From an optimization exercise on the open Yosys and OpenROAD flow, aimed at small area and a short achievable clock period; shortcuts taken in it are not production practice.
In this exercise RTL edits were held to simulation tests only and were not proved equivalent to the original.

==> run R: inputs <==
==> flow/design.v <==
module riscv_top(clk, rst, imem_addr, imem_rdata, dmem_addr, dmem_wdata, dmem_we, dmem_re, dmem_rdata, wb_en, wb_addr, wb_data);
	input clk, rst;
	output [31:0] imem_addr;
	input [31:0] imem_rdata;
	output [31:0] dmem_addr, dmem_wdata;
	output dmem_we, dmem_re;
	input [31:0] dmem_rdata;
	output wb_en;
	output [4:0] wb_addr;
	output [31:0] wb_data;
	reg [31:1] PC;                  
	reg        vD;                  
	reg [31:0] IR;
	reg [31:1] S1D, S2D;            
	reg        SAM, SAW, SAB;       
	reg        SBI, SBM, SBW, SBR, SBB;  
	reg        SST;                 
	reg [31:1] PCD;
	reg        RegWriteE, MemReadE, MemWriteE, BeqE, BneE, JalE, Ldx0E;
	reg        AddE, SubE, OrE;
	reg [4:0]  RdE;
	reg [31:0] AE, BE, XE;          
	reg        RegWriteM, MemReadM, MemWriteM, TakenM;
	reg [4:0]  RdM;
	reg [31:0] ResM, XM;
	reg        RegWriteW;
	reg [4:0]  RdW;
	reg [31:0] ResW;
	reg [32*32-1:0] rf;             
	wire kill = TakenM & Ldx0E;     
	wire [31:1] PCPlus4 = PC + 31'd2;
	always @(posedge clk or negedge rst) begin
		if (!rst) begin
			PC <= 31'd0;
			vD <= 1'b0;
		end else begin
			if (!kill) PC <= TakenM ? XM[31:1] : PCPlus4;
			vD <= !TakenM;
		end
	end
	wire [4:0] rs1F = imem_rdata[19:15];
	wire [4:0] rs2F = imem_rdata[24:20];
	wire [6:0] opF = imem_rdata[6:0];
	wire ALUSrcF = (opF == 7'b0000011) | (opF == 7'b0010011);
	wire isStoreF = (opF == 7'b0100011);
	wire RegWriteDraw = (IR[6:0] == 7'b0110011) | (IR[6:0] == 7'b0010011) | (IR[6:0] == 7'b0000011);
	wire vDeF = vD & !TakenM;
	wire nA = (rs1F != 5'd0);
	wire nB = (rs2F != 5'd0);
	wire fAMn = nA & vDeF & RegWriteDraw & (IR[11:7] == rs1F);
	wire fAWn = nA & RegWriteE & (RdE == rs1F);
	wire fABn = nA & RegWriteM & (RdM == rs1F);
	wire fBMn = nB & vDeF & RegWriteDraw & (IR[11:7] == rs2F);
	wire fBWn = nB & RegWriteE & (RdE == rs2F);
	wire fBBn = nB & RegWriteM & (RdM == rs2F);
	integer j;
	always @(posedge clk) begin
		IR <= imem_rdata;
		PCD <= PC;
		for (j = 1; j < 32; j = j + 1) begin
			S1D[j] <= (rs1F == j) & !fAMn & !fAWn & !fABn;
			S2D[j] <= (rs2F == j) & !fBBn;
		end
		SAM <= fAMn;
		SAW <= !fAMn & fAWn;
		SAB <= !fAMn & !fAWn & fABn;
		SBI <= ALUSrcF;
		SBM <= !ALUSrcF & fBMn;
		SBW <= !ALUSrcF & !fBMn & fBWn;
		SBR <= !ALUSrcF & !fBMn & !fBWn;
		SBB <= fBBn;
		SST <= isStoreF;
	end
	assign imem_addr = {PC, 1'b0};
	wire [6:0] op = IR[6:0];
	wire [2:0] f3 = IR[14:12];
	wire [6:0] f7 = IR[31:25];
	wire [4:0] rd = IR[11:7];
	wire isLoad  = (op == 7'b0000011);
	wire isOpImm = (op == 7'b0010011);
	wire isOp    = (op == 7'b0110011);
	wire isStore = (op == 7'b0100011);
	wire isBr    = (op == 7'b1100011);
	wire isJal   = (op == 7'b1101111);
	wire vDe = vD & !TakenM;
	wire f3_000 = (f3 == 3'b000);
	wire f3_111 = (f3 == 3'b111);
	wire f3_110 = (f3 == 3'b110);
	wire f7z = (f7 == 7'b0000000);
	wire f7o = (f7 == 7'b1111111);
	wire f7s = (f7 == 7'b0100000);
	wire kA = (f7z & f3_000) | (f7o & f3_111);
	wire addD = (!isOp & !isBr & kA) | (isOp & f7z & f3_000);
	wire subD = (isBr & kA) | (isOp & f7s & f3_000);
	wire orD  = !isBr & f7z & f3_110;
	wire [31:0] immI = {{20{IR[31]}}, IR[31:20]};
	wire [31:1] immB = {{20{IR[31]}}, IR[7], IR[30:25], IR[11:8]};
	wire [31:1] immJ = {{12{IR[31]}}, IR[19:12], IR[20], IR[30:21]};
	wire [31:1] targetD = PCD + (isJal ? immJ : immB);
	reg [31:0] rA, rB;
	integer k;
	always @(*) begin
		rA = 32'd0;
		rB = 32'd0;
		for (k = 1; k < 32; k = k + 1) begin
			rA = rA | ({32{S1D[k]}} & rf[32*k +: 32]);
			rB = rB | ({32{S2D[k]}} & rf[32*k +: 32]);
		end
	end
	wire [31:0] ALUout;
	wire [31:0] ResWn = MemReadM ? dmem_rdata : ResM;
	wire [31:0] A_early = rA | ({32{SAW}} & ResWn) | ({32{SAB}} & ResW);
	wire [31:0] SDv     = rB | ({32{SBB}} & ResW);
	wire [31:0] B_early = ({32{SBI}} & immI) | ({32{SBW}} & ResWn) | ({32{SBR}} & SDv);
	always @(posedge clk or negedge rst) begin
		if (!rst) begin
			RegWriteE <= 1'b0;
			MemReadE <= 1'b0;
			MemWriteE <= 1'b0;
			BeqE <= 1'b0;
			BneE <= 1'b0;
			JalE <= 1'b0;
			Ldx0E <= 1'b0;
		end else begin
			RegWriteE <= vDe & (isOp | isOpImm | isLoad);
			MemReadE <= vDe & isLoad;
			MemWriteE <= vDe & isStore;
			BeqE <= vDe & isBr & (f3 == 3'b000);
			BneE <= vDe & isBr & (f3 == 3'b001);
			JalE <= vDe & isJal;
			Ldx0E <= vDe & isLoad & (rd == 5'd0);
		end
	end
	always @(posedge clk) begin
		AddE <= addD;
		SubE <= subD;
		OrE <= orD;
		RdE <= rd;
		AE <= ({32{SAM}} & ALUout) | A_early;
		BE <= ({32{SBM}} & ALUout) | B_early;
		XE <= SST ? SDv : {targetD, 1'b0};
	end
	wire [31:0] sum = AE + (SubE ? ~BE : BE) + {31'd0, SubE};
	assign ALUout = (AddE | SubE) ? sum : OrE ? (AE | BE) : (AE & BE);
	wire zero = SubE ? (AE == BE) : ((AE & BE) == 32'd0);
	always @(posedge clk or negedge rst) begin
		if (!rst) begin
			RegWriteM <= 1'b0;
			MemReadM <= 1'b0;
			MemWriteM <= 1'b0;
			TakenM <= 1'b0;
		end else begin
			RegWriteM <= !kill & RegWriteE;
			MemReadM <= !kill & MemReadE;
			MemWriteM <= !kill & MemWriteE;
			TakenM <= !kill & ((BeqE & zero) | (BneE & !zero) | JalE);
		end
	end
	always @(posedge clk) begin
		ResM <= ALUout;
		XM <= XE;
		RdM <= RdE;
	end
	assign dmem_addr = ResM;
	assign dmem_wdata = XM;
	assign dmem_we = MemWriteM;
	assign dmem_re = MemReadM;
	always @(posedge clk or negedge rst) begin
		if (!rst) RegWriteW <= 1'b0;
		else RegWriteW <= RegWriteM;
	end
	always @(posedge clk) begin
		ResW <= ResWn;
		RdW <= RdM;
	end
	genvar gi;
	generate
		for (gi = 1; gi < 32; gi = gi + 1) begin : g_rf
			always @(posedge clk)
				if (RegWriteW && RdW == gi) rf[32*gi +: 32] <= ResW;
		end
	endgenerate
	assign wb_en = RegWriteW;
	assign wb_addr = RdW;
	assign wb_data = ResW;
endmodule
==> flow/run.sh <==
#!/bin/bash
# synth_recipe.tcl (not shown) runs the flow's synth.tcl, then flattens the netlist and writes it again
# the make line also repeats each setting of config.mk as NAME=value (left out here)
make -C /OpenROAD-flow-scripts/flow DESIGN_CONFIG=/design/flow/config.mk WORK_HOME=/design/flow/orfs CLKGATE_MAP_FILE= SYNTH_SCRIPT=/design/flow/synth_recipe.tcl finish
==> flow/config.mk <==
export PLATFORM = sky130hd
export DESIGN_NAME = riscv_top
export DESIGN_NICKNAME = riscv_top
export VERILOG_FILES = /design/flow/design.v
export SDC_FILE = /design/flow/constraint.sdc
export NUM_CORES = 4
export LEC_CHECK = 0
export CAP_MARGIN = 20
export CORE_MARGIN = 2
export CORE_UTILIZATION = 55
export SETUP_SLACK_MARGIN = 5.0
export SLEW_MARGIN = 20
==> flow/constraint.sdc <==
create_clock -name core_clock -period 8.0 [get_ports {clk}]
set_input_delay 1.6000 -clock core_clock [delete_from_list [all_inputs] [get_ports {clk}]]
set_output_delay 1.6000 -clock core_clock [all_outputs]
set_load 0.01 [all_outputs]
==> run G (differences from run R) <==
--- a/flow/design.v
+++ b/flow/design.v
@@ -17,2 +17,3 @@
 	reg        SST;                 
+	reg        SJ;                  
 	reg [31:1] PCD;
@@ -72,2 +73,3 @@
 		SST <= isStoreF;
+		SJ <= (opF == 7'b1101111);
 	end
@@ -83,3 +85,2 @@
 	wire isBr    = (op == 7'b1100011);
-	wire isJal   = (op == 7'b1101111);
 	wire vDe = vD & !TakenM;
@@ -98,3 +99,3 @@
 	wire [31:1] immJ = {{12{IR[31]}}, IR[19:12], IR[20], IR[30:21]};
-	wire [31:1] targetD = PCD + (isJal ? immJ : immB);
+	wire [31:1] targetD = PCD + (SJ ? immJ : immB);
 	reg [31:0] rA, rB;
@@ -129,3 +130,3 @@
 			BneE <= vDe & isBr & (f3 == 3'b001);
-			JalE <= vDe & isJal;
+			JalE <= vDe & SJ;
 			Ldx0E <= vDe & isLoad & (rd == 5'd0);
@@ -139,8 +140,8 @@
 		AE <= ({32{SAM}} & ALUout) | A_early;
-		BE <= ({32{SBM}} & ALUout) | B_early;
+		BE <= (({32{SBM}} & ALUout) | B_early) ^ {32{subD}};    
 		XE <= SST ? SDv : {targetD, 1'b0};
 	end
-	wire [31:0] sum = AE + (SubE ? ~BE : BE) + {31'd0, SubE};
+	wire [31:0] sum = AE + BE + {31'd0, SubE};
 	assign ALUout = (AddE | SubE) ? sum : OrE ? (AE | BE) : (AE & BE);
-	wire zero = SubE ? (AE == BE) : ((AE & BE) == 32'd0);
+	wire zero = SubE ? ((AE ^ BE) == 32'hffffffff) : ((AE & BE) == 32'd0);
 	always @(posedge clk or negedge rst) begin
==> flow/flow/run.sh (new file) <==
#!/bin/bash
set -euo pipefail
export BUFFER_PORTS_ARGS="-buffer_cell sky130_fd_sc_hd__buf_4"
bash standard.sh finish > standard_flow.log 2>&1
==> flow/standard.sh (new file) <==
#!/bin/bash
# synth_recipe.tcl (not shown) runs the flow's synth.tcl, then flattens the netlist and writes it again
# the make line also repeats each setting of config.mk as NAME=value (left out here)
make -C /OpenROAD-flow-scripts/flow DESIGN_CONFIG=/design/flow/config.mk WORK_HOME=/design/flow/orfs CLKGATE_MAP_FILE= SYNTH_SCRIPT=/design/flow/synth_recipe.tcl "${@:-finish}"
removed: flow/run.sh
==> run B (differences from run R) <==
--- a/flow/design.v
+++ b/flow/design.v
@@ -14,5 +14,2 @@
 	reg [31:1] S1D, S2D;            
-	reg        SAM, SAW, SAB;       
-	reg        SBI, SBM, SBW, SBR, SBB;  
-	reg        SST;                 
 	reg [31:1] PCD;
@@ -40,17 +37,2 @@
 	end
-	wire [4:0] rs1F = imem_rdata[19:15];
-	wire [4:0] rs2F = imem_rdata[24:20];
-	wire [6:0] opF = imem_rdata[6:0];
-	wire ALUSrcF = (opF == 7'b0000011) | (opF == 7'b0010011);
-	wire isStoreF = (opF == 7'b0100011);
-	wire RegWriteDraw = (IR[6:0] == 7'b0110011) | (IR[6:0] == 7'b0010011) | (IR[6:0] == 7'b0000011);
-	wire vDeF = vD & !TakenM;
-	wire nA = (rs1F != 5'd0);
-	wire nB = (rs2F != 5'd0);
-	wire fAMn = nA & vDeF & RegWriteDraw & (IR[11:7] == rs1F);
-	wire fAWn = nA & RegWriteE & (RdE == rs1F);
-	wire fABn = nA & RegWriteM & (RdM == rs1F);
-	wire fBMn = nB & vDeF & RegWriteDraw & (IR[11:7] == rs2F);
-	wire fBWn = nB & RegWriteE & (RdE == rs2F);
-	wire fBBn = nB & RegWriteM & (RdM == rs2F);
 	integer j;
@@ -60,14 +42,5 @@
 		for (j = 1; j < 32; j = j + 1) begin
-			S1D[j] <= (rs1F == j) & !fAMn & !fAWn & !fABn;
-			S2D[j] <= (rs2F == j) & !fBBn;
+			S1D[j] <= (imem_rdata[19:15] == j);
+			S2D[j] <= (imem_rdata[24:20] == j);
 		end
-		SAM <= fAMn;
-		SAW <= !fAMn & fAWn;
-		SAB <= !fAMn & !fAWn & fABn;
-		SBI <= ALUSrcF;
-		SBM <= !ALUSrcF & fBMn;
-		SBW <= !ALUSrcF & !fBMn & fBWn;
-		SBR <= !ALUSrcF & !fBMn & !fBWn;
-		SBB <= fBBn;
-		SST <= isStoreF;
 	end
@@ -78,2 +51,4 @@
 	wire [4:0] rd = IR[11:7];
+	wire [4:0] rs1 = IR[19:15];
+	wire [4:0] rs2 = IR[24:20];
 	wire isLoad  = (op == 7'b0000011);
@@ -84,2 +59,3 @@
 	wire isJal   = (op == 7'b1101111);
+	wire ALUSrcD = isLoad | isOpImm;
 	wire vDe = vD & !TakenM;
@@ -111,5 +87,13 @@
 	wire [31:0] ResWn = MemReadM ? dmem_rdata : ResM;
-	wire [31:0] A_early = rA | ({32{SAW}} & ResWn) | ({32{SAB}} & ResW);
-	wire [31:0] SDv     = rB | ({32{SBB}} & ResW);
-	wire [31:0] B_early = ({32{SBI}} & immI) | ({32{SBW}} & ResWn) | ({32{SBR}} & SDv);
+	wire s1nz = (rs1 != 5'd0);
+	wire s2nz = (rs2 != 5'd0);
+	wire fAM  = RegWriteE & (RdE == rs1) & s1nz;
+	wire fAW  = RegWriteM & (RdM == rs1) & s1nz;
+	wire bypA = RegWriteW & (RdW == rs1) & s1nz;
+	wire fBM  = RegWriteE & (RdE == rs2) & s2nz;
+	wire fBW  = RegWriteM & (RdM == rs2) & s2nz;
+	wire bypB = RegWriteW & (RdW == rs2) & s2nz;
+	wire [31:0] A_early = fAW ? ResWn : bypA ? ResW : rA;
+	wire [31:0] SDv     = bypB ? ResW : rB;
+	wire [31:0] B_early = ALUSrcD ? immI : fBW ? ResWn : SDv;
 	always @(posedge clk or negedge rst) begin
@@ -138,5 +122,5 @@
 		RdE <= rd;
-		AE <= ({32{SAM}} & ALUout) | A_early;
-		BE <= ({32{SBM}} & ALUout) | B_early;
-		XE <= SST ? SDv : {targetD, 1'b0};
+		AE <= fAM ? ALUout : A_early;
+		BE <= (fBM & !ALUSrcD) ? ALUout : B_early;
+		XE <= isStore ? SDv : {targetD, 1'b0};
 	end
==> flow/flow/run.sh (new file) <==
#!/bin/bash
set -euo pipefail
export BUFFER_PORTS_ARGS="-buffer_cell sky130_fd_sc_hd__buf_4"
bash standard.sh finish > standard_flow.log 2>&1
==> flow/standard.sh (new file) <==
#!/bin/bash
# synth_recipe.tcl (not shown) runs the flow's synth.tcl, then flattens the netlist and writes it again
# the make line also repeats each setting of config.mk as NAME=value (left out here)
make -C /OpenROAD-flow-scripts/flow DESIGN_CONFIG=/design/flow/config.mk WORK_HOME=/design/flow/orfs CLKGATE_MAP_FILE= SYNTH_SCRIPT=/design/flow/synth_recipe.tcl "${@:-finish}"
--- a/flow/config.mk
+++ b/flow/config.mk
@@ -10,3 +10,3 @@
 export CORE_UTILIZATION = 55
-export SETUP_SLACK_MARGIN = 5.0
+export SETUP_SLACK_MARGIN = 4.6
 export SLEW_MARGIN = 20
removed: flow/run.sh
==> impl_metrics.json <==
{
  "slew_headroom_pct": 13.0,
  "seq_cells": 1381,
  "p_seq_mw": 8.48,
  "synth_compound_gate_area_share_pct": 19.1,
  "status": "timing/DRC/antenna clean",
  "die_w_um": 328,
  "n_clock_buffer": 185,
  "post_cts_resized": 279,
  "inverters": 93,
  "max_freq_ghz": 0.312,
  "gp_congestion": 0.954,
  "wl_met1_um": 89800,
  "whs_ps": 323
}
(the above is from run G)
==> impl_metrics.json <==
{
  "status": "timing/DRC/antenna clean",
  "gp_congestion": 0.945,
  "inverters": 103,
  "die_w_um": 329,
  "slew_headroom_pct": 14.1,
  "post_cts_resized": 32,
  "seq_cells": 1371,
  "n_clock_buffer": 181,
  "min_from": "XE[30]$_DFF_P_",
  "cp_max_fo": 19,
  "p_seq_mw": 8.56,
  "wl_met1_um": 87900,
  "synth_compound_gate_area_share_pct": 19.3
}
(the above is from run B)
==> impl_metrics.json <==
{
  "whs_ps": 326,
  "status": "timing/DRC/antenna clean",
  "seq_cells": 1380,
  "wl_met1_um": 90800,
  "n_clock_buffer": 191,
  "p_seq_mw": 8.47,
  "max_freq_ghz": 0.275,
  "slew_headroom_pct": 21.0,
  "gp_congestion": 0.933
}
(the above is from run R)

## what the ideal ports hide
No port has a modelled driver above. Below, the same layouts with a new extraction and two added sets of constraints.
Step 1 assumes that a clkbuf_16 drives the clock port and a buf_2 every other input.
Step 2 adds t to the input delays and takes it off the output delays; t is the mean of the earliest and latest rising clock arrival at the registers after step 1. Input paths then give back, and output paths get back, about the clock's delay inside the block.
a / b / c = no drivers / after step 1 / after step 2; a / b = the first two.
run | shift t [ns] | setup slack, ns | cell pins on the clock port's net
run R | 0.837 | 4.365 / 4.365 / 4.208 | 1
run G | 0.865 | 4.794 / 4.794 / 4.183 | 1
run B | 0.851 | 4.171 / 4.171 / 4.171 | 1
After both steps setup and hold are still met in every run listed. For run G, which loses most, drivers alone change the setup slack by 0.000 ns; drivers and shift together by -0.611 ns.
